Background: an optimization exercise with open tools, aiming at small area and a short achievable clock period. Do not read the settings as production practice.
In this exercise RTL edits were held to simulation tests only and were not proved equivalent to the original.

==> flow/design.v <==
module mac_unit #(
    parameter AW = 16,
    parameter BW = 16,
    parameter ACCW = 40,
    parameter SIGNED = 0
)(
    input  wire clk,
    input  wire rst_n,
    input  wire en,
    input  wire valid_in,
    input  wire [AW-1:0] a,
    input  wire [BW-1:0] b,
    output reg  valid_out,
    output reg  [ACCW-1:0] acc_out
);
  reg [87:0] pr;
  reg valid_reg;
  wire [39:0] nacc = ~acc_out;
  wire p1;
  wire p2;
  wire p3;
  wire p4;
  wire p5;
  wire p6;
  wire p7;
  wire p8;
  wire p9;
  wire p10;
  wire p11;
  wire p12;
  wire p13;
  wire p14;
  wire p15;
  wire p16;
  wire p17;
  wire p18;
  wire p19;
  wire p20;
  wire p21;
  wire p22;
  wire p23;
  wire p24;
  wire p25;
  wire p26;
  wire p27;
  wire p28;
  wire p29;
  wire p30;
  wire p31;
  wire p32;
  wire p33;
  wire p34;
  wire p35;
  wire p36;
  wire p37;
  wire p38;
  wire p39;
  wire p40;
  wire p41;
  wire p42;
  wire p43;
  wire p44;
  wire p45;
  wire p46;
  wire p47;
  wire p48;
  wire p49;
  wire p50;
  wire p51;
  wire p52;
  wire p53;
  wire p54;
  wire p55;
  wire p56;
  wire p57;
  wire p58;
  wire p59;
  wire p60;
  wire p61;
  wire p62;
  wire p63;
  wire p64;
  wire p65;
  wire p66;
  wire p67;
  wire p68;
  wire p69;
  wire p70;
  wire p71;
  wire p72;
  wire p73;
  wire p74;
  wire p75;
  wire p76;
  wire p77;
  wire p78;
  wire p79;
  wire p80;
  wire p81;
  wire p82;
  wire p83;
  wire p84;
  wire p85;
  wire p86;
  wire p87;
  wire p88;
  wire p89;
  wire p90;
  wire p91;
  wire p92;
  wire p93;
  wire p94;
  wire p95;
  wire p96;
  wire p97;
  wire p98;
  wire p99;
  wire p100;
  wire p101;
  wire p102;
  wire p103;
  wire p104;
  wire p105;
  wire p106;
  wire p107;
  wire p108;
  wire p109;
  wire p110;
  wire p111;
  wire p112;
  wire p113;
  wire p114;
  wire p115;
  wire p116;
  wire p117;
  wire p118;
  wire p119;
  wire p120;
  wire p121;
  wire p122;
  wire p123;
  wire p124;
  wire p125;
  wire p126;
  wire p127;
  wire p128;
  wire p129;
  wire p130;
  wire p131;
  wire p132;
  wire p133;
  wire p134;
  wire p135;
  wire p136;
  wire p137;
  wire p138;
  wire p139;
  wire p140;
  wire p141;
  wire p142;
  wire p143;
  wire p144;
  wire p145;
  wire p146;
  wire p147;
  wire p148;
  wire p149;
  wire p150;
  wire p151;
  wire p152;
  wire p153;
  wire p154;
  wire p155;
  wire p156;
  wire p157;
  wire p158;
  wire p159;
  wire p160;
  wire p161;
  wire p162;
  wire p163;
  wire p164;
  wire p165;
  wire p166;
  wire p167;
  wire p168;
  wire p169;
  wire p170;
  wire p171;
  wire p172;
  wire p173;
  wire p174;
  wire p175;
  wire p176;
  wire p177;
  wire p178;
  wire p179;
  wire p180;
  wire p181;
  wire p182;
  wire p183;
  wire p184;
  wire p185;
  wire p186;
  wire p187;
  wire p188;
  wire p189;
  wire p190;
  wire p191;
  wire p192;
  wire p193;
  wire p194;
  wire p195;
  wire p196;
  wire p197;
  wire p198;
  wire p199;
  wire p200;
  wire p201;
  wire p202;
  wire p203;
  wire p204;
  wire p205;
  wire p206;
  wire p207;
  wire p208;
  wire p209;
  wire p210;
  wire p211;
  wire p212;
  wire p213;
  wire p214;
  wire p215;
  wire p216;
  wire p217;
  wire p218;
  wire p219;
  wire p220;
  wire p221;
  wire p222;
  wire p223;
  wire p224;
  wire p225;
  wire p226;
  wire p227;
  wire p228;
  wire p229;
  wire p230;
  wire p231;
  wire p232;
  wire p233;
  wire p234;
  wire p235;
  wire p236;
  wire p237;
  wire p238;
  wire p239;
  wire p240;
  wire p241;
  wire p242;
  wire p243;
  wire p244;
  wire p245;
  wire p246;
  wire p247;
  wire p248;
  wire p249;
  wire p250;
  wire p251;
  wire p252;
  wire p253;
  wire p254;
  wire p255;
  wire p256;
  wire s257;
  wire c258;
  wire s259;
  wire c260;
  wire s261;
  wire c262;
  wire s263;
  wire c264;
  wire s265;
  wire c266;
  wire s267;
  wire c268;
  wire s269;
  wire c270;
  wire s271;
  wire c272;
  wire s273;
  wire c274;
  wire s275;
  wire c276;
  wire s277;
  wire c278;
  wire s279;
  wire c280;
  wire s281;
  wire c282;
  wire s283;
  wire c284;
  wire s285;
  wire c286;
  wire s287;
  wire c288;
  wire s289;
  wire c290;
  wire s291;
  wire c292;
  wire s293;
  wire c294;
  wire s295;
  wire c296;
  wire s297;
  wire c298;
  wire s299;
  wire c300;
  wire s301;
  wire c302;
  wire s303;
  wire c304;
  wire s305;
  wire c306;
  wire s307;
  wire c308;
  wire s309;
  wire c310;
  wire s311;
  wire c312;
  wire s313;
  wire c314;
  wire s315;
  wire c316;
  wire s317;
  wire c318;
  wire s319;
  wire c320;
  wire s321;
  wire c322;
  wire s323;
  wire c324;
  wire s325;
  wire c326;
  wire s327;
  wire c328;
  wire s329;
  wire c330;
  wire s331;
  wire c332;
  wire s333;
  wire c334;
  wire s335;
  wire c336;
  wire s337;
  wire c338;
  wire s339;
  wire c340;
  wire s341;
  wire c342;
  wire s343;
  wire c344;
  wire s345;
  wire c346;
  wire s347;
  wire c348;
  wire s349;
  wire c350;
  wire s351;
  wire c352;
  wire s353;
  wire c354;
  wire s355;
  wire c356;
  wire s357;
  wire c358;
  wire s359;
  wire c360;
  wire s361;
  wire c362;
  wire s363;
  wire c364;
  wire s365;
  wire c366;
  wire s367;
  wire c368;
  wire s369;
  wire c370;
  wire s371;
  wire c372;
  wire s373;
  wire c374;
  wire s375;
  wire c376;
  wire s377;
  wire c378;
  wire s379;
  wire c380;
  wire s381;
  wire c382;
  wire s383;
  wire c384;
  wire s385;
  wire c386;
  wire s387;
  wire c388;
  wire s389;
  wire c390;
  wire s391;
  wire c392;
  wire s393;
  wire c394;
  wire s395;
  wire c396;
  wire s397;
  wire c398;
  wire s399;
  wire c400;
  wire s401;
  wire c402;
  wire s403;
  wire c404;
  wire s405;
  wire c406;
  wire s407;
  wire c408;
  wire s409;
  wire c410;
  wire s411;
  wire c412;
  wire s413;
  wire c414;
  wire s415;
  wire c416;
  wire s417;
  wire c418;
  wire s419;
  wire c420;
  wire s421;
  wire c422;
  wire s423;
  wire c424;
  wire s425;
  wire c426;
  wire s427;
  wire c428;
  wire s429;
  wire c430;
  wire s431;
  wire c432;
  wire s433;
  wire c434;
  wire s435;
  wire c436;
  wire s437;
  wire c438;
  wire s439;
  wire c440;
  wire s441;
  wire c442;
  wire s443;
  wire c444;
  wire s445;
  wire c446;
  wire s447;
  wire c448;
  wire s449;
  wire c450;
  wire s451;
  wire c452;
  wire s453;
  wire c454;
  wire s455;
  wire c456;
  wire s457;
  wire c458;
  wire s459;
  wire c460;
  wire s461;
  wire c462;
  wire s463;
  wire c464;
  wire s465;
  wire c466;
  wire s467;
  wire c468;
  wire s469;
  wire c470;
  wire s471;
  wire c472;
  wire s473;
  wire c474;
  wire s475;
  wire c476;
  wire s477;
  wire c478;
  wire s479;
  wire c480;
  wire s481;
  wire c482;
  wire s483;
  wire c484;
  wire s485;
  wire c486;
  wire s487;
  wire c488;
  wire s489;
  wire c490;
  wire s491;
  wire c492;
  wire s493;
  wire c494;
  wire s495;
  wire c496;
  wire s497;
  wire c498;
  wire s499;
  wire c500;
  wire s501;
  wire c502;
  wire s503;
  wire c504;
  wire s505;
  wire c506;
  wire s507;
  wire c508;
  wire s509;
  wire c510;
  wire s511;
  wire c512;
  wire s513;
  wire c514;
  wire s515;
  wire c516;
  wire s517;
  wire c518;
  wire s519;
  wire c520;
  wire s521;
  wire c522;
  wire s523;
  wire c524;
  wire s525;
  wire c526;
  wire s527;
  wire c528;
  wire s529;
  wire c530;
  wire s531;
  wire c532;
  wire s533;
  wire c534;
  wire s535;
  wire c536;
  wire s537;
  wire c538;
  wire s539;
  wire c540;
  wire s541;
  wire c542;
  wire s543;
  wire c544;
  wire s545;
  wire c546;
  wire s547;
  wire c548;
  wire s549;
  wire c550;
  wire s551;
  wire c552;
  wire s553;
  wire c554;
  wire s555;
  wire c556;
  wire s557;
  wire c558;
  wire s559;
  wire c560;
  wire s561;
  wire c562;
  wire s563;
  wire c564;
  wire s565;
  wire c566;
  wire s567;
  wire c568;
  wire s569;
  wire c570;
  wire s571;
  wire c572;
  wire s573;
  wire c574;
  wire s575;
  wire c576;
  wire s577;
  wire c578;
  wire s579;
  wire c580;
  wire s581;
  wire c582;
  wire s583;
  wire c584;
  wire s585;
  wire c586;
  wire s587;
  wire c588;
  wire s589;
  wire c590;
  wire s591;
  wire c592;
  wire s593;
  wire c594;
  wire s595;
  wire c596;
  wire s597;
  wire c598;
  wire s599;
  wire c600;
  wire s601;
  wire c602;
  wire s603;
  wire c604;
  wire s605;
  wire c606;
  wire s607;
  wire c608;
  wire s609;
  wire c610;
  wire s611;
  wire c612;
  wire s613;
  wire c614;
  wire s615;
  wire c616;
  wire s617;
  wire c618;
  wire s619;
  wire c620;
  wire s621;
  wire c622;
  wire s623;
  wire c624;
  wire s625;
  wire c626;
  wire s627;
  wire c628;
  wire s629;
  wire c630;
  wire s631;
  wire c632;
  wire s633;
  wire c634;
  wire s635;
  wire c636;
  wire s637;
  wire c638;
  wire s639;
  wire c640;
  wire s641;
  wire c642;
  wire s643;
  wire c644;
  wire s645;
  wire c646;
  wire s647;
  wire c648;
  wire s649;
  wire c650;
  wire s651;
  wire c652;
  wire s653;
  wire c654;
  wire s655;
  wire c656;
  wire s657;
  wire c658;
  wire s659;
  wire c660;
  wire s661;
  wire c662;
  wire s663;
  wire c664;
  wire s665;
  wire c666;
  wire s667;
  wire c668;
  wire s669;
  wire c670;
  wire s671;
  wire c672;
  wire s673;
  wire c674;
  wire s675;
  wire c676;
  wire s677;
  wire c678;
  wire s679;
  wire c680;
  wire s681;
  wire c682;
  wire s683;
  wire c684;
  wire s685;
  wire c686;
  wire s687;
  wire c688;
  wire s689;
  wire c690;
  wire s691;
  wire c692;
  wire s693;
  wire c694;
  wire s695;
  wire c696;
  wire s697;
  wire c698;
  wire s699;
  wire c700;
  wire s701;
  wire c702;
  wire s703;
  wire c704;
  wire s705;
  wire c706;
  wire s707;
  wire c708;
  wire s709;
  wire c710;
  wire s711;
  wire c712;
  wire s713;
  wire c714;
  wire s715;
  wire c716;
  wire s717;
  wire c718;
  wire s719;
  wire c720;
  wire s721;
  wire c722;
  wire s723;
  wire c724;
  wire s725;
  wire c726;
  wire s727;
  wire c728;
  wire s729;
  wire c730;
  wire s731;
  wire c732;
  wire s733;
  wire c734;
  wire s735;
  wire c736;
  assign p1 = ~(a[0] & b[0]);
  assign p2 = ~(a[0] & b[1]);
  assign p3 = ~(a[0] & b[2]);
  assign p4 = ~(a[0] & b[3]);
  assign p5 = ~(a[0] & b[4]);
  assign p6 = ~(a[0] & b[5]);
  assign p7 = ~(a[0] & b[6]);
  assign p8 = ~(a[0] & b[7]);
  assign p9 = ~(a[0] & b[8]);
  assign p10 = ~(a[0] & b[9]);
  assign p11 = ~(a[0] & b[10]);
  assign p12 = ~(a[0] & b[11]);
  assign p13 = ~(a[0] & b[12]);
  assign p14 = ~(a[0] & b[13]);
  assign p15 = ~(a[0] & b[14]);
  assign p16 = ~(a[0] & b[15]);
  assign p17 = ~(a[1] & b[0]);
  assign p18 = ~(a[1] & b[1]);
  assign p19 = ~(a[1] & b[2]);
  assign p20 = ~(a[1] & b[3]);
  assign p21 = ~(a[1] & b[4]);
  assign p22 = ~(a[1] & b[5]);
  assign p23 = ~(a[1] & b[6]);
  assign p24 = ~(a[1] & b[7]);
  assign p25 = ~(a[1] & b[8]);
  assign p26 = ~(a[1] & b[9]);
  assign p27 = ~(a[1] & b[10]);
  assign p28 = ~(a[1] & b[11]);
  assign p29 = ~(a[1] & b[12]);
  assign p30 = ~(a[1] & b[13]);
  assign p31 = ~(a[1] & b[14]);
  assign p32 = ~(a[1] & b[15]);
  assign p33 = ~(a[2] & b[0]);
  assign p34 = ~(a[2] & b[1]);
  assign p35 = ~(a[2] & b[2]);
  assign p36 = ~(a[2] & b[3]);
  assign p37 = ~(a[2] & b[4]);
  assign p38 = ~(a[2] & b[5]);
  assign p39 = ~(a[2] & b[6]);
  assign p40 = ~(a[2] & b[7]);
  assign p41 = ~(a[2] & b[8]);
  assign p42 = ~(a[2] & b[9]);
  assign p43 = ~(a[2] & b[10]);
  assign p44 = ~(a[2] & b[11]);
  assign p45 = ~(a[2] & b[12]);
  assign p46 = ~(a[2] & b[13]);
  assign p47 = ~(a[2] & b[14]);
  assign p48 = ~(a[2] & b[15]);
  assign p49 = ~(a[3] & b[0]);
  assign p50 = ~(a[3] & b[1]);
  assign p51 = ~(a[3] & b[2]);
  assign p52 = ~(a[3] & b[3]);
  assign p53 = ~(a[3] & b[4]);
  assign p54 = ~(a[3] & b[5]);
  assign p55 = ~(a[3] & b[6]);
  assign p56 = ~(a[3] & b[7]);
  assign p57 = ~(a[3] & b[8]);
  assign p58 = ~(a[3] & b[9]);
  assign p59 = ~(a[3] & b[10]);
  assign p60 = ~(a[3] & b[11]);
  assign p61 = ~(a[3] & b[12]);
  assign p62 = ~(a[3] & b[13]);
  assign p63 = ~(a[3] & b[14]);
  assign p64 = ~(a[3] & b[15]);
  assign p65 = ~(a[4] & b[0]);
  assign p66 = ~(a[4] & b[1]);
  assign p67 = ~(a[4] & b[2]);
  assign p68 = ~(a[4] & b[3]);
  assign p69 = ~(a[4] & b[4]);
  assign p70 = ~(a[4] & b[5]);
  assign p71 = ~(a[4] & b[6]);
  assign p72 = ~(a[4] & b[7]);
  assign p73 = ~(a[4] & b[8]);
  assign p74 = ~(a[4] & b[9]);
  assign p75 = ~(a[4] & b[10]);
  assign p76 = ~(a[4] & b[11]);
  assign p77 = ~(a[4] & b[12]);
  assign p78 = ~(a[4] & b[13]);
  assign p79 = ~(a[4] & b[14]);
  assign p80 = ~(a[4] & b[15]);
  assign p81 = ~(a[5] & b[0]);
  assign p82 = ~(a[5] & b[1]);
  assign p83 = ~(a[5] & b[2]);
  assign p84 = ~(a[5] & b[3]);
  assign p85 = ~(a[5] & b[4]);
  assign p86 = ~(a[5] & b[5]);
  assign p87 = ~(a[5] & b[6]);
  assign p88 = ~(a[5] & b[7]);
  assign p89 = ~(a[5] & b[8]);
  assign p90 = ~(a[5] & b[9]);
  assign p91 = ~(a[5] & b[10]);
  assign p92 = ~(a[5] & b[11]);
  assign p93 = ~(a[5] & b[12]);
  assign p94 = ~(a[5] & b[13]);
  assign p95 = ~(a[5] & b[14]);
  assign p96 = ~(a[5] & b[15]);
  assign p97 = ~(a[6] & b[0]);
  assign p98 = ~(a[6] & b[1]);
  assign p99 = ~(a[6] & b[2]);
  assign p100 = ~(a[6] & b[3]);
  assign p101 = ~(a[6] & b[4]);
  assign p102 = ~(a[6] & b[5]);
  assign p103 = ~(a[6] & b[6]);
  assign p104 = ~(a[6] & b[7]);
  assign p105 = ~(a[6] & b[8]);
  assign p106 = ~(a[6] & b[9]);
  assign p107 = ~(a[6] & b[10]);
  assign p108 = ~(a[6] & b[11]);
  assign p109 = ~(a[6] & b[12]);
  assign p110 = ~(a[6] & b[13]);
  assign p111 = ~(a[6] & b[14]);
  assign p112 = ~(a[6] & b[15]);
  assign p113 = ~(a[7] & b[0]);
  assign p114 = ~(a[7] & b[1]);
  assign p115 = ~(a[7] & b[2]);
  assign p116 = ~(a[7] & b[3]);
  assign p117 = ~(a[7] & b[4]);
  assign p118 = ~(a[7] & b[5]);
  assign p119 = ~(a[7] & b[6]);
  assign p120 = ~(a[7] & b[7]);
  assign p121 = ~(a[7] & b[8]);
  assign p122 = ~(a[7] & b[9]);
  assign p123 = ~(a[7] & b[10]);
  assign p124 = ~(a[7] & b[11]);
  assign p125 = ~(a[7] & b[12]);
  assign p126 = ~(a[7] & b[13]);
  assign p127 = ~(a[7] & b[14]);
  assign p128 = ~(a[7] & b[15]);
  assign p129 = ~(a[8] & b[0]);
  assign p130 = ~(a[8] & b[1]);
  assign p131 = ~(a[8] & b[2]);
  assign p132 = ~(a[8] & b[3]);
  assign p133 = ~(a[8] & b[4]);
  assign p134 = ~(a[8] & b[5]);
  assign p135 = ~(a[8] & b[6]);
  assign p136 = ~(a[8] & b[7]);
  assign p137 = ~(a[8] & b[8]);
  assign p138 = ~(a[8] & b[9]);
  assign p139 = ~(a[8] & b[10]);
  assign p140 = ~(a[8] & b[11]);
  assign p141 = ~(a[8] & b[12]);
  assign p142 = ~(a[8] & b[13]);
  assign p143 = ~(a[8] & b[14]);
  assign p144 = ~(a[8] & b[15]);
  assign p145 = ~(a[9] & b[0]);
  assign p146 = ~(a[9] & b[1]);
  assign p147 = ~(a[9] & b[2]);
  assign p148 = ~(a[9] & b[3]);
  assign p149 = ~(a[9] & b[4]);
  assign p150 = ~(a[9] & b[5]);
  assign p151 = ~(a[9] & b[6]);
  assign p152 = ~(a[9] & b[7]);
  assign p153 = ~(a[9] & b[8]);
  assign p154 = ~(a[9] & b[9]);
  assign p155 = ~(a[9] & b[10]);
  assign p156 = ~(a[9] & b[11]);
  assign p157 = ~(a[9] & b[12]);
  assign p158 = ~(a[9] & b[13]);
  assign p159 = ~(a[9] & b[14]);
  assign p160 = ~(a[9] & b[15]);
  assign p161 = ~(a[10] & b[0]);
  assign p162 = ~(a[10] & b[1]);
  assign p163 = ~(a[10] & b[2]);
  assign p164 = ~(a[10] & b[3]);
  assign p165 = ~(a[10] & b[4]);
  assign p166 = ~(a[10] & b[5]);
  assign p167 = ~(a[10] & b[6]);
  assign p168 = ~(a[10] & b[7]);
  assign p169 = ~(a[10] & b[8]);
  assign p170 = ~(a[10] & b[9]);
  assign p171 = ~(a[10] & b[10]);
  assign p172 = ~(a[10] & b[11]);
  assign p173 = ~(a[10] & b[12]);
  assign p174 = ~(a[10] & b[13]);
  assign p175 = ~(a[10] & b[14]);
  assign p176 = ~(a[10] & b[15]);
  assign p177 = ~(a[11] & b[0]);
  assign p178 = ~(a[11] & b[1]);
  assign p179 = ~(a[11] & b[2]);
  assign p180 = ~(a[11] & b[3]);
  assign p181 = ~(a[11] & b[4]);
  assign p182 = ~(a[11] & b[5]);
  assign p183 = ~(a[11] & b[6]);
  assign p184 = ~(a[11] & b[7]);
  assign p185 = ~(a[11] & b[8]);
  assign p186 = ~(a[11] & b[9]);
  assign p187 = ~(a[11] & b[10]);
  assign p188 = ~(a[11] & b[11]);
  assign p189 = ~(a[11] & b[12]);
  assign p190 = ~(a[11] & b[13]);
  assign p191 = ~(a[11] & b[14]);
  assign p192 = ~(a[11] & b[15]);
  assign p193 = ~(a[12] & b[0]);
  assign p194 = ~(a[12] & b[1]);
  assign p195 = ~(a[12] & b[2]);
  assign p196 = ~(a[12] & b[3]);
  assign p197 = ~(a[12] & b[4]);
  assign p198 = ~(a[12] & b[5]);
  assign p199 = ~(a[12] & b[6]);
  assign p200 = ~(a[12] & b[7]);
  assign p201 = ~(a[12] & b[8]);
  assign p202 = ~(a[12] & b[9]);
  assign p203 = ~(a[12] & b[10]);
  assign p204 = ~(a[12] & b[11]);
  assign p205 = ~(a[12] & b[12]);
  assign p206 = ~(a[12] & b[13]);
  assign p207 = ~(a[12] & b[14]);
  assign p208 = ~(a[12] & b[15]);
  assign p209 = ~(a[13] & b[0]);
  assign p210 = ~(a[13] & b[1]);
  assign p211 = ~(a[13] & b[2]);
  assign p212 = ~(a[13] & b[3]);
  assign p213 = ~(a[13] & b[4]);
  assign p214 = ~(a[13] & b[5]);
  assign p215 = ~(a[13] & b[6]);
  assign p216 = ~(a[13] & b[7]);
  assign p217 = ~(a[13] & b[8]);
  assign p218 = ~(a[13] & b[9]);
  assign p219 = ~(a[13] & b[10]);
  assign p220 = ~(a[13] & b[11]);
  assign p221 = ~(a[13] & b[12]);
  assign p222 = ~(a[13] & b[13]);
  assign p223 = ~(a[13] & b[14]);
  assign p224 = ~(a[13] & b[15]);
  assign p225 = ~(a[14] & b[0]);
  assign p226 = ~(a[14] & b[1]);
  assign p227 = ~(a[14] & b[2]);
  assign p228 = ~(a[14] & b[3]);
  assign p229 = ~(a[14] & b[4]);
  assign p230 = ~(a[14] & b[5]);
  assign p231 = ~(a[14] & b[6]);
  assign p232 = ~(a[14] & b[7]);
  assign p233 = ~(a[14] & b[8]);
  assign p234 = ~(a[14] & b[9]);
  assign p235 = ~(a[14] & b[10]);
  assign p236 = ~(a[14] & b[11]);
  assign p237 = ~(a[14] & b[12]);
  assign p238 = ~(a[14] & b[13]);
  assign p239 = ~(a[14] & b[14]);
  assign p240 = ~(a[14] & b[15]);
  assign p241 = ~(a[15] & b[0]);
  assign p242 = ~(a[15] & b[1]);
  assign p243 = ~(a[15] & b[2]);
  assign p244 = ~(a[15] & b[3]);
  assign p245 = ~(a[15] & b[4]);
  assign p246 = ~(a[15] & b[5]);
  assign p247 = ~(a[15] & b[6]);
  assign p248 = ~(a[15] & b[7]);
  assign p249 = ~(a[15] & b[8]);
  assign p250 = ~(a[15] & b[9]);
  assign p251 = ~(a[15] & b[10]);
  assign p252 = ~(a[15] & b[11]);
  assign p253 = ~(a[15] & b[12]);
  assign p254 = ~(a[15] & b[13]);
  assign p255 = ~(a[15] & b[14]);
  assign p256 = ~(a[15] & b[15]);
  mac_fa ha1 (.a(p104), .b(p119), .ci(1'b1), .s(s257), .co(c258));
  mac_fa fa1 (.a(p105), .b(p120), .ci(p135), .s(s259), .co(c260));
  mac_fa ha2 (.a(p15), .b(p150), .ci(1'b1), .s(s261), .co(c262));
  mac_fa fa2 (.a(p106), .b(p121), .ci(p136), .s(s263), .co(c264));
  mac_fa fa3 (.a(p151), .b(p16), .ci(p166), .s(s265), .co(c266));
  mac_fa ha3 (.a(p181), .b(p196), .ci(1'b1), .s(s267), .co(c268));
  mac_fa fa4 (.a(p107), .b(p122), .ci(p137), .s(s269), .co(c270));
  mac_fa fa5 (.a(p152), .b(p167), .ci(p182), .s(s271), .co(c272));
  mac_fa ha4 (.a(p197), .b(p212), .ci(1'b1), .s(s273), .co(c274));
  mac_fa fa6 (.a(p108), .b(p123), .ci(p138), .s(s275), .co(c276));
  mac_fa fa7 (.a(p153), .b(p168), .ci(p183), .s(s277), .co(c278));
  mac_fa fa8 (.a(p109), .b(p124), .ci(p139), .s(s279), .co(c280));
  mac_fa ha5 (.a(p10), .b(p100), .ci(1'b1), .s(s281), .co(c282));
  mac_fa fa9 (.a(p101), .b(p11), .ci(p116), .s(s283), .co(c284));
  mac_fa ha6 (.a(p131), .b(p146), .ci(1'b1), .s(s285), .co(c286));
  mac_fa fa10 (.a(p102), .b(p117), .ci(p12), .s(s287), .co(c288));
  mac_fa fa11 (.a(p132), .b(p147), .ci(p162), .s(s289), .co(c290));
  mac_fa ha7 (.a(p177), .b(p27), .ci(1'b1), .s(s291), .co(c292));
  mac_fa fa12 (.a(p103), .b(p118), .ci(p13), .s(s293), .co(c294));
  mac_fa fa13 (.a(p133), .b(p148), .ci(p163), .s(s295), .co(c296));
  mac_fa fa14 (.a(p178), .b(p193), .ci(p28), .s(s297), .co(c298));
  mac_fa ha8 (.a(p43), .b(p58), .ci(1'b1), .s(s299), .co(c300));
  mac_fa fa15 (.a(p134), .b(p14), .ci(p149), .s(s301), .co(c302));
  mac_fa fa16 (.a(p164), .b(p179), .ci(p194), .s(s303), .co(c304));
  mac_fa fa17 (.a(p209), .b(p29), .ci(p44), .s(s305), .co(c306));
  mac_fa fa18 (.a(p59), .b(p74), .ci(p89), .s(s307), .co(c308));
  mac_fa fa19 (.a(p165), .b(p180), .ci(p195), .s(s309), .co(c310));
  mac_fa fa20 (.a(p210), .b(p225), .ci(p30), .s(s311), .co(c312));
  mac_fa fa21 (.a(p45), .b(p60), .ci(p75), .s(s313), .co(c314));
  mac_fa fa22 (.a(p90), .b(c258), .ci(s261), .s(s315), .co(c316));
  mac_fa fa23 (.a(p211), .b(p226), .ci(p241), .s(s317), .co(c318));
  mac_fa fa24 (.a(p31), .b(p46), .ci(p61), .s(s319), .co(c320));
  mac_fa fa25 (.a(p76), .b(p91), .ci(c262), .s(s321), .co(c322));
  mac_fa fa26 (.a(s267), .b(c260), .ci(s263), .s(s323), .co(c324));
  mac_fa fa27 (.a(p227), .b(p242), .ci(p32), .s(s325), .co(c326));
  mac_fa fa28 (.a(p47), .b(p62), .ci(p77), .s(s327), .co(c328));
  mac_fa fa29 (.a(p92), .b(c268), .ci(s273), .s(s329), .co(c330));
  mac_fa fa30 (.a(c264), .b(c266), .ci(s269), .s(s331), .co(c332));
  mac_fa fa31 (.a(p198), .b(p213), .ci(p228), .s(s333), .co(c334));
  mac_fa fa32 (.a(p243), .b(p48), .ci(p63), .s(s335), .co(c336));
  mac_fa fa33 (.a(p78), .b(p93), .ci(c274), .s(s337), .co(c338));
  mac_fa fa34 (.a(c270), .b(c272), .ci(s275), .s(s339), .co(c340));
  mac_fa fa35 (.a(p154), .b(p169), .ci(p184), .s(s341), .co(c342));
  mac_fa fa36 (.a(p199), .b(p214), .ci(p229), .s(s343), .co(c344));
  mac_fa fa37 (.a(p244), .b(p64), .ci(p79), .s(s345), .co(c346));
  mac_fa fa38 (.a(p94), .b(c276), .ci(c278), .s(s347), .co(c348));
  mac_fa fa39 (.a(p110), .b(p125), .ci(p140), .s(s349), .co(c350));
  mac_fa fa40 (.a(p155), .b(p170), .ci(p185), .s(s351), .co(c352));
  mac_fa fa41 (.a(p200), .b(p215), .ci(p230), .s(s353), .co(c354));
  mac_fa fa42 (.a(p245), .b(p80), .ci(p95), .s(s355), .co(c356));
  mac_fa fa43 (.a(p111), .b(p126), .ci(p141), .s(s357), .co(c358));
  mac_fa fa44 (.a(p156), .b(p171), .ci(p186), .s(s359), .co(c360));
  mac_fa fa45 (.a(p201), .b(p216), .ci(p231), .s(s361), .co(c362));
  mac_fa fa46 (.a(p112), .b(p127), .ci(p142), .s(s363), .co(c364));
  mac_fa fa47 (.a(p157), .b(p172), .ci(p187), .s(s365), .co(c366));
  mac_fa fa48 (.a(p128), .b(p143), .ci(p158), .s(s367), .co(c368));
  mac_fa ha9 (.a(p22), .b(p37), .ci(1'b1), .s(s369), .co(c370));
  mac_fa fa49 (.a(p113), .b(p23), .ci(p38), .s(s371), .co(c372));
  mac_fa ha10 (.a(p53), .b(p68), .ci(1'b1), .s(s373), .co(c374));
  mac_fa fa50 (.a(p114), .b(p129), .ci(p24), .s(s375), .co(c376));
  mac_fa fa51 (.a(p39), .b(p54), .ci(p69), .s(s377), .co(c378));
  mac_fa ha11 (.a(p84), .b(p9), .ci(1'b1), .s(s379), .co(c380));
  mac_fa fa52 (.a(p115), .b(p130), .ci(p145), .s(s381), .co(c382));
  mac_fa fa53 (.a(p25), .b(p40), .ci(p55), .s(s383), .co(c384));
  mac_fa fa54 (.a(p70), .b(p85), .ci(s281), .s(s385), .co(c386));
  mac_fa fa55 (.a(p161), .b(p26), .ci(p41), .s(s387), .co(c388));
  mac_fa fa56 (.a(p56), .b(p71), .ci(p86), .s(s389), .co(c390));
  mac_fa fa57 (.a(c282), .b(s285), .ci(s283), .s(s391), .co(c392));
  mac_fa fa58 (.a(p42), .b(p57), .ci(p72), .s(s393), .co(c394));
  mac_fa fa59 (.a(p87), .b(c286), .ci(s291), .s(s395), .co(c396));
  mac_fa fa60 (.a(c284), .b(s287), .ci(s289), .s(s397), .co(c398));
  mac_fa fa61 (.a(p73), .b(p88), .ci(c292), .s(s399), .co(c400));
  mac_fa fa62 (.a(s299), .b(c288), .ci(c290), .s(s401), .co(c402));
  mac_fa fa63 (.a(s293), .b(s295), .ci(s297), .s(s403), .co(c404));
  mac_fa fa64 (.a(c300), .b(s257), .ci(c294), .s(s405), .co(c406));
  mac_fa fa65 (.a(c296), .b(c298), .ci(s301), .s(s407), .co(c408));
  mac_fa fa66 (.a(s303), .b(s305), .ci(s307), .s(s409), .co(c410));
  mac_fa fa67 (.a(c302), .b(c304), .ci(c306), .s(s411), .co(c412));
  mac_fa fa68 (.a(c308), .b(s259), .ci(s309), .s(s413), .co(c414));
  mac_fa fa69 (.a(s311), .b(s313), .ci(s315), .s(s415), .co(c416));
  mac_fa fa70 (.a(c310), .b(c312), .ci(c314), .s(s417), .co(c418));
  mac_fa fa71 (.a(s265), .b(s317), .ci(s319), .s(s419), .co(c420));
  mac_fa fa72 (.a(c316), .b(s321), .ci(s323), .s(s421), .co(c422));
  mac_fa fa73 (.a(c318), .b(c320), .ci(s271), .s(s423), .co(c424));
  mac_fa fa74 (.a(s325), .b(s327), .ci(c322), .s(s425), .co(c426));
  mac_fa fa75 (.a(s329), .b(c324), .ci(s331), .s(s427), .co(c428));
  mac_fa fa76 (.a(c326), .b(c328), .ci(s277), .s(s429), .co(c430));
  mac_fa fa77 (.a(s333), .b(s335), .ci(c330), .s(s431), .co(c432));
  mac_fa fa78 (.a(s337), .b(c332), .ci(s339), .s(s433), .co(c434));
  mac_fa fa79 (.a(c334), .b(c336), .ci(s279), .s(s435), .co(c436));
  mac_fa fa80 (.a(s341), .b(s343), .ci(s345), .s(s437), .co(c438));
  mac_fa fa81 (.a(c338), .b(c340), .ci(s347), .s(s439), .co(c440));
  mac_fa fa82 (.a(c280), .b(c342), .ci(c344), .s(s441), .co(c442));
  mac_fa fa83 (.a(c346), .b(s349), .ci(s351), .s(s443), .co(c444));
  mac_fa fa84 (.a(s353), .b(s355), .ci(c348), .s(s445), .co(c446));
  mac_fa fa85 (.a(p246), .b(p96), .ci(c350), .s(s447), .co(c448));
  mac_fa fa86 (.a(c352), .b(c354), .ci(c356), .s(s449), .co(c450));
  mac_fa fa87 (.a(s357), .b(s359), .ci(s361), .s(s451), .co(c452));
  mac_fa fa88 (.a(p202), .b(p217), .ci(p232), .s(s453), .co(c454));
  mac_fa fa89 (.a(p247), .b(c358), .ci(c360), .s(s455), .co(c456));
  mac_fa fa90 (.a(c362), .b(s363), .ci(s365), .s(s457), .co(c458));
  mac_fa fa91 (.a(p173), .b(p188), .ci(p203), .s(s459), .co(c460));
  mac_fa fa92 (.a(p218), .b(p233), .ci(p248), .s(s461), .co(c462));
  mac_fa fa93 (.a(c364), .b(c366), .ci(s367), .s(s463), .co(c464));
  mac_fa fa94 (.a(p144), .b(p159), .ci(p174), .s(s465), .co(c466));
  mac_fa fa95 (.a(p189), .b(p204), .ci(p219), .s(s467), .co(c468));
  mac_fa fa96 (.a(p234), .b(p249), .ci(c368), .s(s469), .co(c470));
  mac_fa fa97 (.a(p160), .b(p175), .ci(p190), .s(s471), .co(c472));
  mac_fa fa98 (.a(p205), .b(p220), .ci(p235), .s(s473), .co(c474));
  mac_fa fa99 (.a(p176), .b(p191), .ci(p206), .s(s475), .co(c476));
  mac_fa ha12 (.a(p20), .b(p35), .ci(1'b1), .s(s477), .co(c478));
  mac_fa fa100 (.a(p21), .b(p36), .ci(p51), .s(s479), .co(c480));
  mac_fa ha13 (.a(p6), .b(p66), .ci(1'b1), .s(s481), .co(c482));
  mac_fa fa101 (.a(p52), .b(p67), .ci(p7), .s(s483), .co(c484));
  mac_fa fa102 (.a(p82), .b(p97), .ci(s369), .s(s485), .co(c486));
  mac_fa fa103 (.a(p8), .b(p83), .ci(p98), .s(s487), .co(c488));
  mac_fa fa104 (.a(c370), .b(s373), .ci(s371), .s(s489), .co(c490));
  mac_fa fa105 (.a(p99), .b(c374), .ci(s379), .s(s491), .co(c492));
  mac_fa fa106 (.a(c372), .b(s375), .ci(s377), .s(s493), .co(c494));
  mac_fa fa107 (.a(c380), .b(c376), .ci(c378), .s(s495), .co(c496));
  mac_fa fa108 (.a(s381), .b(s383), .ci(s385), .s(s497), .co(c498));
  mac_fa fa109 (.a(c382), .b(c384), .ci(s387), .s(s499), .co(c500));
  mac_fa fa110 (.a(s389), .b(c386), .ci(s391), .s(s501), .co(c502));
  mac_fa fa111 (.a(c388), .b(c390), .ci(s393), .s(s503), .co(c504));
  mac_fa fa112 (.a(s395), .b(c392), .ci(s397), .s(s505), .co(c506));
  mac_fa fa113 (.a(c394), .b(c396), .ci(s399), .s(s507), .co(c508));
  mac_fa fa114 (.a(c398), .b(s401), .ci(s403), .s(s509), .co(c510));
  mac_fa fa115 (.a(c400), .b(c402), .ci(c404), .s(s511), .co(c512));
  mac_fa fa116 (.a(s405), .b(s407), .ci(s409), .s(s513), .co(c514));
  mac_fa fa117 (.a(c406), .b(c408), .ci(c410), .s(s515), .co(c516));
  mac_fa fa118 (.a(s411), .b(s413), .ci(s415), .s(s517), .co(c518));
  mac_fa fa119 (.a(c412), .b(c414), .ci(s417), .s(s519), .co(c520));
  mac_fa fa120 (.a(s419), .b(c416), .ci(s421), .s(s521), .co(c522));
  mac_fa fa121 (.a(c418), .b(c420), .ci(s423), .s(s523), .co(c524));
  mac_fa fa122 (.a(s425), .b(c422), .ci(s427), .s(s525), .co(c526));
  mac_fa fa123 (.a(c424), .b(s429), .ci(c426), .s(s527), .co(c528));
  mac_fa fa124 (.a(s431), .b(c428), .ci(s433), .s(s529), .co(c530));
  mac_fa fa125 (.a(c430), .b(s435), .ci(s437), .s(s531), .co(c532));
  mac_fa fa126 (.a(c432), .b(c434), .ci(s439), .s(s533), .co(c534));
  mac_fa fa127 (.a(c436), .b(c438), .ci(s441), .s(s535), .co(c536));
  mac_fa fa128 (.a(s443), .b(c440), .ci(s445), .s(s537), .co(c538));
  mac_fa fa129 (.a(c442), .b(c444), .ci(s447), .s(s539), .co(c540));
  mac_fa fa130 (.a(s449), .b(s451), .ci(c446), .s(s541), .co(c542));
  mac_fa fa131 (.a(s453), .b(c448), .ci(c450), .s(s543), .co(c544));
  mac_fa fa132 (.a(c452), .b(s455), .ci(s457), .s(s545), .co(c546));
  mac_fa fa133 (.a(c454), .b(s459), .ci(s461), .s(s547), .co(c548));
  mac_fa fa134 (.a(c456), .b(c458), .ci(s463), .s(s549), .co(c550));
  mac_fa fa135 (.a(c460), .b(c462), .ci(s465), .s(s551), .co(c552));
  mac_fa fa136 (.a(s467), .b(c464), .ci(s469), .s(s553), .co(c554));
  mac_fa fa137 (.a(p250), .b(c466), .ci(c468), .s(s555), .co(c556));
  mac_fa fa138 (.a(s471), .b(s473), .ci(c470), .s(s557), .co(c558));
  mac_fa fa139 (.a(p221), .b(p236), .ci(p251), .s(s559), .co(c560));
  mac_fa fa140 (.a(c472), .b(c474), .ci(s475), .s(s561), .co(c562));
  mac_fa fa141 (.a(p192), .b(p207), .ci(p222), .s(s563), .co(c564));
  mac_fa fa142 (.a(p237), .b(p252), .ci(c476), .s(s565), .co(c566));
  mac_fa fa143 (.a(p208), .b(p223), .ci(p238), .s(s567), .co(c568));
  mac_fa ha14 (.a(p19), .b(p34), .ci(1'b1), .s(s569), .co(c570));
  mac_fa fa144 (.a(p5), .b(p50), .ci(p65), .s(s571), .co(c572));
  mac_fa fa145 (.a(p81), .b(c478), .ci(s481), .s(s573), .co(c574));
  mac_fa fa146 (.a(c482), .b(c480), .ci(s483), .s(s575), .co(c576));
  mac_fa fa147 (.a(c484), .b(s487), .ci(c486), .s(s577), .co(c578));
  mac_fa fa148 (.a(c488), .b(s491), .ci(c490), .s(s579), .co(c580));
  mac_fa fa149 (.a(c492), .b(c494), .ci(s495), .s(s581), .co(c582));
  mac_fa fa150 (.a(c496), .b(s499), .ci(c498), .s(s583), .co(c584));
  mac_fa fa151 (.a(c500), .b(s503), .ci(c502), .s(s585), .co(c586));
  mac_fa fa152 (.a(c504), .b(s507), .ci(c506), .s(s587), .co(c588));
  mac_fa fa153 (.a(c508), .b(c510), .ci(s511), .s(s589), .co(c590));
  mac_fa fa154 (.a(c512), .b(c514), .ci(s515), .s(s591), .co(c592));
  mac_fa fa155 (.a(c516), .b(s519), .ci(c518), .s(s593), .co(c594));
  mac_fa fa156 (.a(c520), .b(s523), .ci(c522), .s(s595), .co(c596));
  mac_fa fa157 (.a(c524), .b(s527), .ci(c526), .s(s597), .co(c598));
  mac_fa fa158 (.a(s531), .b(c528), .ci(c530), .s(s599), .co(c600));
  mac_fa fa159 (.a(c532), .b(s535), .ci(c534), .s(s601), .co(c602));
  mac_fa fa160 (.a(c536), .b(s539), .ci(c538), .s(s603), .co(c604));
  mac_fa fa161 (.a(c540), .b(s543), .ci(s545), .s(s605), .co(c606));
  mac_fa fa162 (.a(s547), .b(c544), .ci(c546), .s(s607), .co(c608));
  mac_fa fa163 (.a(c548), .b(s551), .ci(c550), .s(s609), .co(c610));
  mac_fa fa164 (.a(c552), .b(s555), .ci(c554), .s(s611), .co(c612));
  mac_fa fa165 (.a(s559), .b(c556), .ci(s561), .s(s613), .co(c614));
  mac_fa fa166 (.a(c560), .b(s563), .ci(c562), .s(s615), .co(c616));
  mac_fa fa167 (.a(p253), .b(c564), .ci(s567), .s(s617), .co(c618));
  mac_fa fa168 (.a(p224), .b(p239), .ci(p254), .s(s619), .co(c620));
  mac_fa ha15 (.a(nacc[2]), .b(pr[3]), .ci(1'b1), .s(s621), .co(c622));
  mac_fa fa169 (.a(nacc[3]), .b(pr[6]), .ci(pr[7]), .s(s623), .co(c624));
  mac_fa fa170 (.a(nacc[4]), .b(pr[10]), .ci(pr[11]), .s(s625), .co(c626));
  mac_fa fa171 (.a(nacc[5]), .b(pr[12]), .ci(pr[13]), .s(s627), .co(c628));
  mac_fa fa172 (.a(nacc[6]), .b(pr[15]), .ci(pr[16]), .s(s629), .co(c630));
  mac_fa fa173 (.a(nacc[7]), .b(pr[18]), .ci(pr[19]), .s(s631), .co(c632));
  mac_fa fa174 (.a(nacc[8]), .b(pr[21]), .ci(pr[22]), .s(s633), .co(c634));
  mac_fa fa175 (.a(nacc[9]), .b(pr[24]), .ci(pr[25]), .s(s635), .co(c636));
  mac_fa fa176 (.a(nacc[10]), .b(pr[27]), .ci(pr[28]), .s(s637), .co(c638));
  mac_fa fa177 (.a(nacc[11]), .b(pr[30]), .ci(pr[31]), .s(s639), .co(c640));
  mac_fa fa178 (.a(nacc[12]), .b(pr[33]), .ci(pr[34]), .s(s641), .co(c642));
  mac_fa fa179 (.a(nacc[13]), .b(pr[36]), .ci(pr[37]), .s(s643), .co(c644));
  mac_fa fa180 (.a(nacc[14]), .b(pr[39]), .ci(pr[40]), .s(s645), .co(c646));
  mac_fa fa181 (.a(nacc[15]), .b(pr[42]), .ci(pr[43]), .s(s647), .co(c648));
  mac_fa fa182 (.a(nacc[16]), .b(pr[45]), .ci(pr[46]), .s(s649), .co(c650));
  mac_fa fa183 (.a(nacc[17]), .b(pr[48]), .ci(pr[49]), .s(s651), .co(c652));
  mac_fa fa184 (.a(nacc[18]), .b(pr[51]), .ci(pr[52]), .s(s653), .co(c654));
  mac_fa fa185 (.a(nacc[19]), .b(pr[54]), .ci(pr[55]), .s(s655), .co(c656));
  mac_fa fa186 (.a(nacc[20]), .b(pr[57]), .ci(pr[58]), .s(s657), .co(c658));
  mac_fa fa187 (.a(nacc[21]), .b(pr[60]), .ci(pr[61]), .s(s659), .co(c660));
  mac_fa fa188 (.a(nacc[22]), .b(pr[63]), .ci(pr[64]), .s(s661), .co(c662));
  mac_fa fa189 (.a(nacc[23]), .b(pr[66]), .ci(pr[67]), .s(s663), .co(c664));
  mac_fa fa190 (.a(nacc[24]), .b(pr[69]), .ci(pr[70]), .s(s665), .co(c666));
  mac_fa fa191 (.a(nacc[25]), .b(pr[72]), .ci(pr[73]), .s(s667), .co(c668));
  mac_fa fa192 (.a(nacc[26]), .b(pr[75]), .ci(pr[76]), .s(s669), .co(c670));
  mac_fa fa193 (.a(nacc[27]), .b(pr[78]), .ci(pr[79]), .s(s671), .co(c672));
  mac_fa fa194 (.a(nacc[28]), .b(pr[81]), .ci(pr[82]), .s(s673), .co(c674));
  mac_fa fa195 (.a(nacc[29]), .b(pr[84]), .ci(pr[85]), .s(s675), .co(c676));
  mac_fa ha16 (.a(nacc[1]), .b(pr[1]), .ci(1'b1), .s(s677), .co(c678));
  mac_fa fa196 (.a(pr[4]), .b(pr[5]), .ci(s621), .s(s679), .co(c680));
  mac_fa fa197 (.a(pr[8]), .b(c622), .ci(s623), .s(s681), .co(c682));
  mac_fa fa198 (.a(pr[9]), .b(c624), .ci(s625), .s(s683), .co(c684));
  mac_fa fa199 (.a(pr[14]), .b(c626), .ci(s627), .s(s685), .co(c686));
  mac_fa fa200 (.a(pr[17]), .b(c628), .ci(s629), .s(s687), .co(c688));
  mac_fa fa201 (.a(pr[20]), .b(c630), .ci(s631), .s(s689), .co(c690));
  mac_fa fa202 (.a(pr[23]), .b(c632), .ci(s633), .s(s691), .co(c692));
  mac_fa fa203 (.a(pr[26]), .b(c634), .ci(s635), .s(s693), .co(c694));
  mac_fa fa204 (.a(pr[29]), .b(c636), .ci(s637), .s(s695), .co(c696));
  mac_fa fa205 (.a(pr[32]), .b(c638), .ci(s639), .s(s697), .co(c698));
  mac_fa fa206 (.a(pr[35]), .b(c640), .ci(s641), .s(s699), .co(c700));
  mac_fa fa207 (.a(pr[38]), .b(c642), .ci(s643), .s(s701), .co(c702));
  mac_fa fa208 (.a(pr[41]), .b(c644), .ci(s645), .s(s703), .co(c704));
  mac_fa fa209 (.a(pr[44]), .b(c646), .ci(s647), .s(s705), .co(c706));
  mac_fa fa210 (.a(pr[47]), .b(c648), .ci(s649), .s(s707), .co(c708));
  mac_fa fa211 (.a(pr[50]), .b(c650), .ci(s651), .s(s709), .co(c710));
  mac_fa fa212 (.a(pr[53]), .b(c652), .ci(s653), .s(s711), .co(c712));
  mac_fa fa213 (.a(pr[56]), .b(c654), .ci(s655), .s(s713), .co(c714));
  mac_fa fa214 (.a(pr[59]), .b(c656), .ci(s657), .s(s715), .co(c716));
  mac_fa fa215 (.a(pr[62]), .b(c658), .ci(s659), .s(s717), .co(c718));
  mac_fa fa216 (.a(pr[65]), .b(c660), .ci(s661), .s(s719), .co(c720));
  mac_fa fa217 (.a(pr[68]), .b(c662), .ci(s663), .s(s721), .co(c722));
  mac_fa fa218 (.a(pr[71]), .b(c664), .ci(s665), .s(s723), .co(c724));
  mac_fa fa219 (.a(pr[74]), .b(c666), .ci(s667), .s(s725), .co(c726));
  mac_fa fa220 (.a(pr[77]), .b(c668), .ci(s669), .s(s727), .co(c728));
  mac_fa fa221 (.a(pr[80]), .b(c670), .ci(s671), .s(s729), .co(c730));
  mac_fa fa222 (.a(pr[83]), .b(c672), .ci(s673), .s(s731), .co(c732));
  mac_fa fa223 (.a(pr[86]), .b(c674), .ci(s675), .s(s733), .co(c734));
  mac_fa fa224 (.a(nacc[30]), .b(pr[87]), .ci(c676), .s(s735), .co(c736));
  wire [39:0] ra = {nacc[39], nacc[38], nacc[37], nacc[36], nacc[35], nacc[34], nacc[33], nacc[32], nacc[31], c734, c732, c730, c728, c726, c724, c722, c720, c718, c716, c714, c712, c710, c708, c706, c704, c702, c700, c698, c696, c694, c692, c690, c688, c686, c684, c682, c680, c678, pr[2], nacc[0]};
  wire [39:0] rb = {1'b1, 1'b1, 1'b1, 1'b1, 1'b1, 1'b1, 1'b1, 1'b1, c736, s735, s733, s731, s729, s727, s725, s723, s721, s719, s717, s715, s713, s711, s709, s707, s705, s703, s701, s699, s697, s695, s693, s691, s689, s687, s685, s683, s681, s679, s677, pr[0]};
  wire [39:0] sum = ~(ra + rb + 40'd1);
  always @(posedge clk) begin
    pr <= {p256, c620, p255, p240, c618, s619, c568, c616, s617, c566, s615, c614, s565, c612, s613, c558, s611, c610, s557, s609, c608, s553, s607, c606, s549, c604, s605, c542, s603, c602, s541, c600, s601, s537, s599, c598, s533, s597, c596, s529, s595, c594, s525, s593, s521, c592, s591, c590, s517, s589, c588, s513, s587, c586, s509, s585, c584, s505, s583, s501, c582, s581, c580, s497, s579, c578, s493, s577, s489, c576, s575, s485, c574, s573, s479, c572, s571, s477, c570, s569, p49, p4, p33, p3, p18, p2, p17, p1};
    valid_reg <= valid_in & rst_n;
  end
  always @(posedge clk) begin
    if (!rst_n) begin
      acc_out <= 40'd0;
      valid_out <= 1'b0;
    end else begin
      valid_out <= valid_reg;
      if (en && valid_reg)
        acc_out <= sum;
    end
  end
endmodule
module mac_fa (input wire a, input wire b, input wire ci,
               output wire s, output wire co);
  assign s = a ^ b ^ ci;
  assign co = (a & b) | (a & ci) | (b & ci);
endmodule
module mac_ha (input wire a, input wire b, output wire s, output wire co);
  assign s = a ^ b;
  assign co = a & b;
endmodule
==> flow/run.sh <==
#!/bin/bash
# synth_recipe.tcl (not shown) runs the flow's synth.tcl, then flattens the netlist and writes it again
# the make line also repeats each setting of config.mk as NAME=value (left out here)
make -C /OpenROAD-flow-scripts/flow DESIGN_CONFIG=/design/flow/config.mk WORK_HOME=/design/flow/orfs CLKGATE_MAP_FILE= SYNTH_SCRIPT=/design/flow/synth_recipe.tcl finish
==> flow/config.mk <==
export PLATFORM = sky130hd
export DESIGN_NAME = mac_unit
export DESIGN_NICKNAME = mac_unit
export VERILOG_FILES = /design/flow/design.v
export SDC_FILE = /design/flow/constraint.sdc
export NUM_CORES = 4
export LEC_CHECK = 0
export ABC_AREA = 1
export CAP_MARGIN = 20
export CORE_MARGIN = 2
export CORE_UTILIZATION = 40
export SETUP_SLACK_MARGIN = 3
export SLEW_MARGIN = 20
export SYNTH_HIERARCHICAL = 1
export SYNTH_MINIMUM_KEEP_SIZE = 0
==> flow/constraint.sdc <==
create_clock -name core_clock -period 7.0 [get_ports {clk}]
set_input_delay 1.4000 -clock core_clock [delete_from_list [all_inputs] [get_ports {clk}]]
set_output_delay 1.4000 -clock core_clock [all_outputs]
set_load 0.01 [all_outputs]
==> flow_metrics.py, run 1 <==
metrics = {
    "critical_path": {
        "critPathCaptureType": "flip-flop",
        "crit_arrival_ns": 4.27,
        "worstPathRequired_ns": 7.30,
        "reg2reg_slack_ns": 3.86,
        "path_max_fanout": 16,
        "path_class": "in2reg",
        "setup.worst_path.start_class": "input port",
    },
    "clock_tree": {
        "cts.clk_slew.worst_paths_ns": 0.07,
        "clock_latency_ns": 0.43,
        "cts-htree-levels": 4,
        "clock_path_buffers": 2,
        "cts.sinks": 130,
        "cts_tree": "done",
        "root_buffer": "clkbuf_16",
        "numCtsBuffers": 17,
    },
    "sta": {
        "post-route-period-util": 0.568,
        "hold_viol_final": 0,
        "fin_skew_ns": 0.0139,
        "max_slew.worst_pin.slew_ns": 0.674,
        "max_freq_mhz": 251,
        "finalCriticalPeriod_ns": 3.98,
        "setup_tns_ns": 0,
        "setup_viol_count_final": 0,
        "final_max_slew_viol_count": 0,
        "slew_headroom": 0.550,
        "rsz0062_at_grt": "true",
        "hold_slack_ns": 0.448,
    },
    "detailed_routing": {
        "drc": 0,
        "wl_mm": 35.2,
        "wl_met2_mm": 16.3,
        "top_layer": "met4",
        "wl_met1_mm": 15.7,
        "vias_per_cell": 4.94,
        "vias": 9603,
        "wl_met3_mm": 2.50,
        "routedWlPerCell_um": 18.1,
        "final_antenna_net_count": 0,
        "drt_iter0_markers": 703,
        "drt_pass1_iterations": 5,
    },
    "floorplan": {
        "rows": 64,
        "coreArea_um2": 30600,
        "io_pins": 77,
        "start_util": 0.406,
        "die_w_um": 180,
        "die_h_um": 180,
        "die_area_um2": 32500,
    },
    "global_routing": {
        "grt_pass1_wl_mm": 56.5,
        "first_global_vias": 10000,
        "antenna_found_initial": 0,
        "grt.total_usage": 0.227,
        "grt_max_degree": 53,
        "grt-ovfl-total": 0,
    },
    "final_layout": {
        "reg_top3": "pr (88), acc_out (40)",
        "largest_register": "pr",
        "fin_area_um2": 14100,
        "largest_reg_flops": 88,
        "drive_above_1_share": 0.104,
        "antennaDiodeCount": 0,
        "finalCoreUtilization": 0.460,
        "area_growth_pct": 13.4,
        "final_cell_count_no_fill": 1945,
        "layout.nets": 1845,
    },
    "placement": {
        "place_area_um2": 13500,
        "gp_congestion": 0.921,
        "portBuffers": 76,
        "dp_hpwl_mm": 27.4,
        "dp_cells": 1906,
    },
    "logic_synthesis": {
        "yosysWarnings": 7,
        "ys_seq_area_frac": 0.210,
        "synth_ff_type": "dfxtp_1",
        "async_reset_ff_frac": 0,
        "synthCells": 1488,
        "synth_cell_types": 31,
        "synth_edf_count": 0,
        "ys_ff_latch": 130,
        "syn_area_per_cell_um2": 8.34,
        "syn-cell-area_um2": 12400,
    },
    "status": {
        "status": "timing/DRC/antenna clean",
    },
    "run": {
        "maxCapViolations": 0,
    },
    "hold_path": {
        "hp-class": "reg2reg",
    },
}
per-module statistics from Yosys (local to each module, per instance):
module,copies in the design,cells inside,flops+latches,area [µm²]
mac_unit,1,1248,130,7610
mac_fa,240,1,0,20.0
metal layers:
metal	track usage	vias to the layer above
met5	0	-
met3	0.0473	47
li1	-	4475
met4	0.0561	0
met2	0.374	337
met1	0.309	4744
metrics by stage:
| step | worst slack [ns] |
|---|---|
| floorplan | 2.92 |
| global placement | 1.92 |
| detailed placement | 1.89 |
| CTS | 2.97 |
| global route | 2.98 |
| finish | 3.02 |
final timing paths:
kind                                   end  cells past startpoint                      from
hold reg to reg       valid_out$_SDFF_PN0_                      2         valid_reg$_DFF_P_
setup reg to reg  acc_out[26]$_SDFFE_PN0P_                     16  acc_out[20]$_SDFFE_PN0P_
hold / removal        valid_out$_SDFF_PN0_                      2         valid_reg$_DFF_P_
setup / recovery            pr[47]$_DFF_P_                      7                     a[11]
final cells by class:
| type | count | area (µm²) |
|---|---|---|
| clock buffers | 17 | 425 |
| fillers | 3016 | 16500 |
| well taps | 396 | 495 |
| clock inverters | 15 | 139 |
| multi-input cells | 1085 | 8820 |
| inverters | 213 | 800 |
| flip-flops and latches | 130 | 2600 |
| repair buffers | 89 | 802 |
synth_stat cells, types with 2 or more instances:
master | instances | area [µm²]
nor2_2 | 10 | 62.6
ha_1 | 32 | 400
o21ai_0 | 15 | 75.1
nor2_1 | 53 | 199
inv_2 | 8 | 30.0
nand2_1 | 536 | 2010
fa_1 | 241 | 4820
nand3_2 | 14 | 140
nand2_2 | 30 | 188
and2_1 | 2 | 12.5
clkinv_1 | 2 | 7.51
dfxtp_1 | 130 | 2600
o21ai_1 | 10 | 50.1
buf_2 | 4 | 20.0
clkbuf_1 | 69 | 259
inv_1 | 203 | 762
a21oi_1 | 61 | 305
nor2_4 | 7 | 78.8
nand3_1 | 33 | 165
xnor2_1 | 12 | 105
xor2_1 | 2 | 17.5
nor3_1 | 4 | 20.0
nor4_2 | 2 | 25.0
critical path: stages:
cell             delay, ns
clkdlybuf4s18_2       0.45
nand2_1               0.13
fa_1                  0.47
fa_1                  0.58
fa_1                  0.45
fa_2                  0.35
fa_1                  0.44
cells in the final DEF (no fill, tap or decap), types with 6 or more instances in the layout:
cell / Yosys / layout
a21oi_1: 61 / 61
nor2_1: 53 / 53
clkbuf_16: 0 / 17
inv_1: 203 / 202
o21ai_0: 15 / 15
inv_2: 8 / 9
buf_2: 4 / 9
fa_1: 241 / 230
nor2_4: 7 / 7
nand2_2: 30 / 32
ha_1: 32 / 32
nand3_2: 14 / 14
nor2_2: 10 / 10
dfxtp_1: 130 / 130
clkbuf_2: 0 / 9
conb_1: 1 / 16
buf_4: 1 / 9
nand2_1: 536 / 533
inv_6: 0 / 6
nand3_1: 33 / 33
o21ai_1: 10 / 10
clkdlybuf4s50_1: 0 / 45
xnor2_1: 12 / 12
fa_2: 0 / 11
kinds of logic (layout without fill, tap and decap cells):
family / count (synthesis) / after routing / share of synthesized area
and+or+nand+nor: 696 / 696 / 0.237
buffers and inverters: 288 / 334 / 0.0878
adders and majority gates: 273 / 273 / 0.421
DFF: 130 / 130 / 0.210
AOI/OAI and AO/OA: 86 / 86 / 0.0347
xor gates and xnor gates: 14 / 14 / 0.00988
other: 1 / 16 / 0.000302
repair_timing:
item	4_1_cts	5_1_grt
hold buffers	0	0
resized for setup	81	43
endpoints found under the setup margin	38	22
setup buffers	7	0
pin swaps	3	6
==> run 2, diff against run 1 <==
--- a/flow/config.mk
+++ b/flow/config.mk
@@ -5,10 +5,10 @@
 export SDC_FILE = /design/flow/constraint.sdc
 export NUM_CORES = 4
 export LEC_CHECK = 0
-export ABC_AREA = 1
 export CAP_MARGIN = 20
 export CORE_MARGIN = 2
-export CORE_UTILIZATION = 40
+export CORE_UTILIZATION = 65
+export CTS_BUF_LIST = sky130_fd_sc_hd__clkbuf_4 sky130_fd_sc_hd__clkbuf_8
 export SETUP_SLACK_MARGIN = 3
 export SLEW_MARGIN = 20
 export SYNTH_HIERARCHICAL = 1
==> run 2 against run 1 <==
- critical path depth did not move
- final cell count fell by 28%
- design area fell by 12%
- critical path type unchanged
==> flow_metrics.py, run 2 <==
metrics = {
    "logic_synthesis": {
        "synth_ff_type": "dfxtp_1",
        "synth_edf_count": 0,
        "ys_ff_latch": 130,
        "synth_common_cells": "294 x nand2_1, 241 x fa_1, 130 x dfxtp_1, 85 x clkbuf_1, 53 x a21oi_1",
        "synth_area_leaders": "fa_1 43%, dfxtp_1 23%, nand2_1 9.8%, ha_1 3.5%, clkbuf_1 2.8%",
        "synth_cell_types": 58,
        "ys_seq_area_frac": 0.230,
        "synthCells": 1127,
        "netlist.area_leader.share": 0.427,
        "synth_top_area_cell": "fa_1",
        "synth_most_common_cell": "nand2_1",
        "syn-cell-area_um2": 11300,
        "yosysWarnings": 7,
        "async_reset_ff_frac": 0,
        "syn_area_per_cell_um2": 10.0,
    },
    "hold_path": {
        "hp-start": "acc_out[1]$_SDFFE_PN0P_",
        "holdPathEnd": "acc_out[1]$_SDFFE_PN0P_",
        "min_path_cells": 2,
        "hp-class": "reg2reg",
    },
    "global_routing": {
        "grt_pass1_wl_mm": 45.5,
        "grt.total_usage": 0.332,
        "grt_max_degree": 56,
        "first_global_vias": 8441,
        "grt-ovfl-total": 0,
        "antenna_found_initial": 0,
    },
    "clock_tree": {
        "cts.clk_slew.worst_paths_ns": 0.08,
        "cts.sinks": 130,
        "cts_hold_buf": 0,
        "root_buffer": "clkbuf_8",
        "clock_latency_ns": 0.46,
        "cts_tree": "done",
        "clock_path_buffers": 2,
        "cts-htree-levels": 4,
        "numCtsBuffers": 17,
    },
    "final_layout": {
        "register_area_um2": 2600,
        "fillCellCount": 1313,
        "layout.nets": 1463,
        "largest_register": "pr",
        "reg_top3": "pr (88), acc_out (40)",
        "area_growth_pct": 10.2,
        "most-common-layout-cells": "291 x nand2_1, 230 x fa_1, 130 x dfxtp_1",
        "layout_commonest_cell": "nand2_1",
        "drive_above_1_share": 0.0780,
        "largest_reg_flops": 88,
        "multi_input_area_um2": 8320,
        "antennaDiodeCount": 0,
    },
    "floorplan": {
        "rows": 48,
        "coreArea_um2": 17200,
        "die_h_um": 136,
        "die_area_um2": 18500,
        "start_util": 0.658,
        "die_w_um": 136,
        "io_pins": 77,
    },
    "detailed_routing": {
        "drt_pass1_iterations": 5,
        "vias": 8215,
        "routedWlPerCell_um": 20.4,
        "final_antenna_net_count": 0,
        "drt_iter0_markers": 608,
        "drc": 0,
        "wl_mm": 28.4,
        "vias_per_cell": 5.90,
    },
    "sta": {
        "setup_tns_ns": 0,
        "rsz0062_at_grt": "true",
        "setup_viol_count_final": 0,
        "final_max_slew_viol_count": 0,
        "hold_viol_final": 0,
        "max_slew.worst_pin.slew_ns": 0.974,
        "slew_headroom": 0.351,
        "post-route-period-util": 0.569,
        "fin_skew_ns": 0.0160,
        "max_freq_mhz": 251,
        "finalCriticalPeriod_ns": 3.98,
    },
    "critical_path": {
        "r2r_start": "acc_out[10]$_SDFFE_PN0P_",
        "path_class": "in2reg",
        "setup.worst_path.start_class": "input port",
        "r2r_end": "acc_out[32]$_SDFFE_PN0P_",
        "worstPathRequired_ns": 7.33,
        "crit_arrival_ns": 4.31,
        "path_max_fanout": 16,
        "reg2reg_slack_ns": 3.14,
        "ff2ff_path_depth": 12,
        "critPathCaptureType": "flip-flop",
    },
    "placement": {
        "dp_hpwl_mm": 21.3,
        "portBuffers": 76,
        "gp_congestion": 0.934,
    },
    "status": {
        "status": "timing/DRC/antenna clean",
    },
    "run": {
        "maxCapViolations": 0,
    },
}
## run 2: cell count changes in the layout (fill, tap and decap cells not counted), sizes merged, moves of 10 or more
| cell | before | now |
|---|---|---|
| a211oi | 0 | 16 |
| nor2 | 70 | 42 |
| nand3 | 47 | 7 |
| a21o | 0 | 13 |
| buf | 22 | 11 |
| inv | 220 | 52 |
| a31oi | 0 | 10 |
| xnor2 | 12 | 22 |
| nand2 | 566 | 295 |
| o21ai | 25 | 36 |
## run 2: area by class of cell
cell class,count,area share
clock buffers,17,0.0188
clock inverters,15,0.00975
inverters,44,0.0133
multi-input cells,881,0.668
flip-flops and latches,130,0.209
well taps,225,0.0226
repair buffers,80,0.0584
## run 2: Yosys stat by module (local to each module, per instance)
module | area (µm²) | cells | flip-flops and latches
mac_unit | 6500 | 887 | 130
mac_fa | 20.0 | 1 | 0
## run 2: what timing repair did
item,in CTS,in global routing
gates resized for setup,72,43
buffers inserted,2,0
setup endpoints to repair,37,18
pin swaps,2,6
endpoints found under the hold margin,0,0
## run 2: worst max path at each step
stage                             startpoint                  endpoint  slack, ns  cells after the start
floorplan                              a[12]            pr[47]$_DFF_P_       2.92                      8
global placement                        b[4]            pr[50]$_DFF_P_       2.08                      7
detailed placement                      b[8]            pr[50]$_DFF_P_       2.01                      7
CTS                                    a[12]            pr[50]$_DFF_P_       3.00                      8
global route        acc_out[10]$_SDFFE_PN0P_  acc_out[32]$_SDFFE_PN0P_       2.95                     12
finish                                  b[3]            pr[50]$_DFF_P_       3.02                      7
## run 2: metal layers
layer	share of wire	wire length [µm]	track usage
met1	0.43	12100	0.477
met3	0.087	2480	0.0712
met5	0	0	0
met4	0.020	568	0.0966
met2	0.47	13200	0.519
## run 2: logic make-up (layout without fill, tap and decap cells)
family / after synthesis / in the layout / share of synthesized area
buffers and inverters: 131 / 156 / 0.0440
muxes: 3 / 3 / 0.00266
AOI/OAI and AO/OA: 170 / 170 / 0.0968
xor gates and xnor gates: 27 / 27 / 0.0209
adders and majority gates: 273 / 273 / 0.462
DFF: 130 / 130 / 0.230
and+or+nand+nor: 392 / 392 / 0.143
other: 1 / 16 / 0.000332
## run 2: through the flow
step                      hold WS [ns]  instance area (µm²)  setup slack, ns  utilization  std cells
after floorplan                  0.448                11700             2.92            -       1142
after global placement           0.458                12100             2.08        0.706       1358
after detailed placement         0.460                12100             2.01        0.706       1358
after CTS                        0.483                12500             3.00        0.728       1392
after global routing             0.528                12400             2.95        0.725       1392
final                            0.488                12400             3.02        0.725       1392
## run 2: critical path, cell delays in order
cell,delay (ns)
clkdlybuf4s18_2,0.44
nand2_2,0.10
fa_1,0.56
fa_2,0.46
fa_2,0.50
fa_2,0.37
fa_1,0.46

## what the ideal ports hide
In the flow no input, the clock included, has a driving cell. The finished layouts below were timed again as built, in two steps. Step 1 sets driving cells, clkbuf_16 on the clock port and buf_2 on the other inputs (assumed; they add their load-dependent delay and slew). Step 2, shift: input delay + t, output delay - t, t = (earliest + latest rising clock arrival at the registers) / 2. This alone moves slack from input paths to output paths. Three values: ideal ports, drivers, drivers and shift; two values: the first two.
run | t (ns) | setup slack, ns | worst hold slack (ns) | slew at the worst register clock pin (ns) | worst slew at a driven data input, ns
run 1 | 0.470 | 3.022 / 3.048 / 2.578 | 0.448 / 0.448 / 0.448 | 0.07 / 0.07 | 0.04
run 2 | 0.491 | 3.019 / 3.013 / 2.522 | 0.488 / 0.488 / 0.488 | 0.09 / 0.09 | 0.04
After both steps every run listed still meets setup and hold. The setup slack of run 2, which loses most, moves by -0.006 ns with the drivers and by -0.497 ns with both steps.
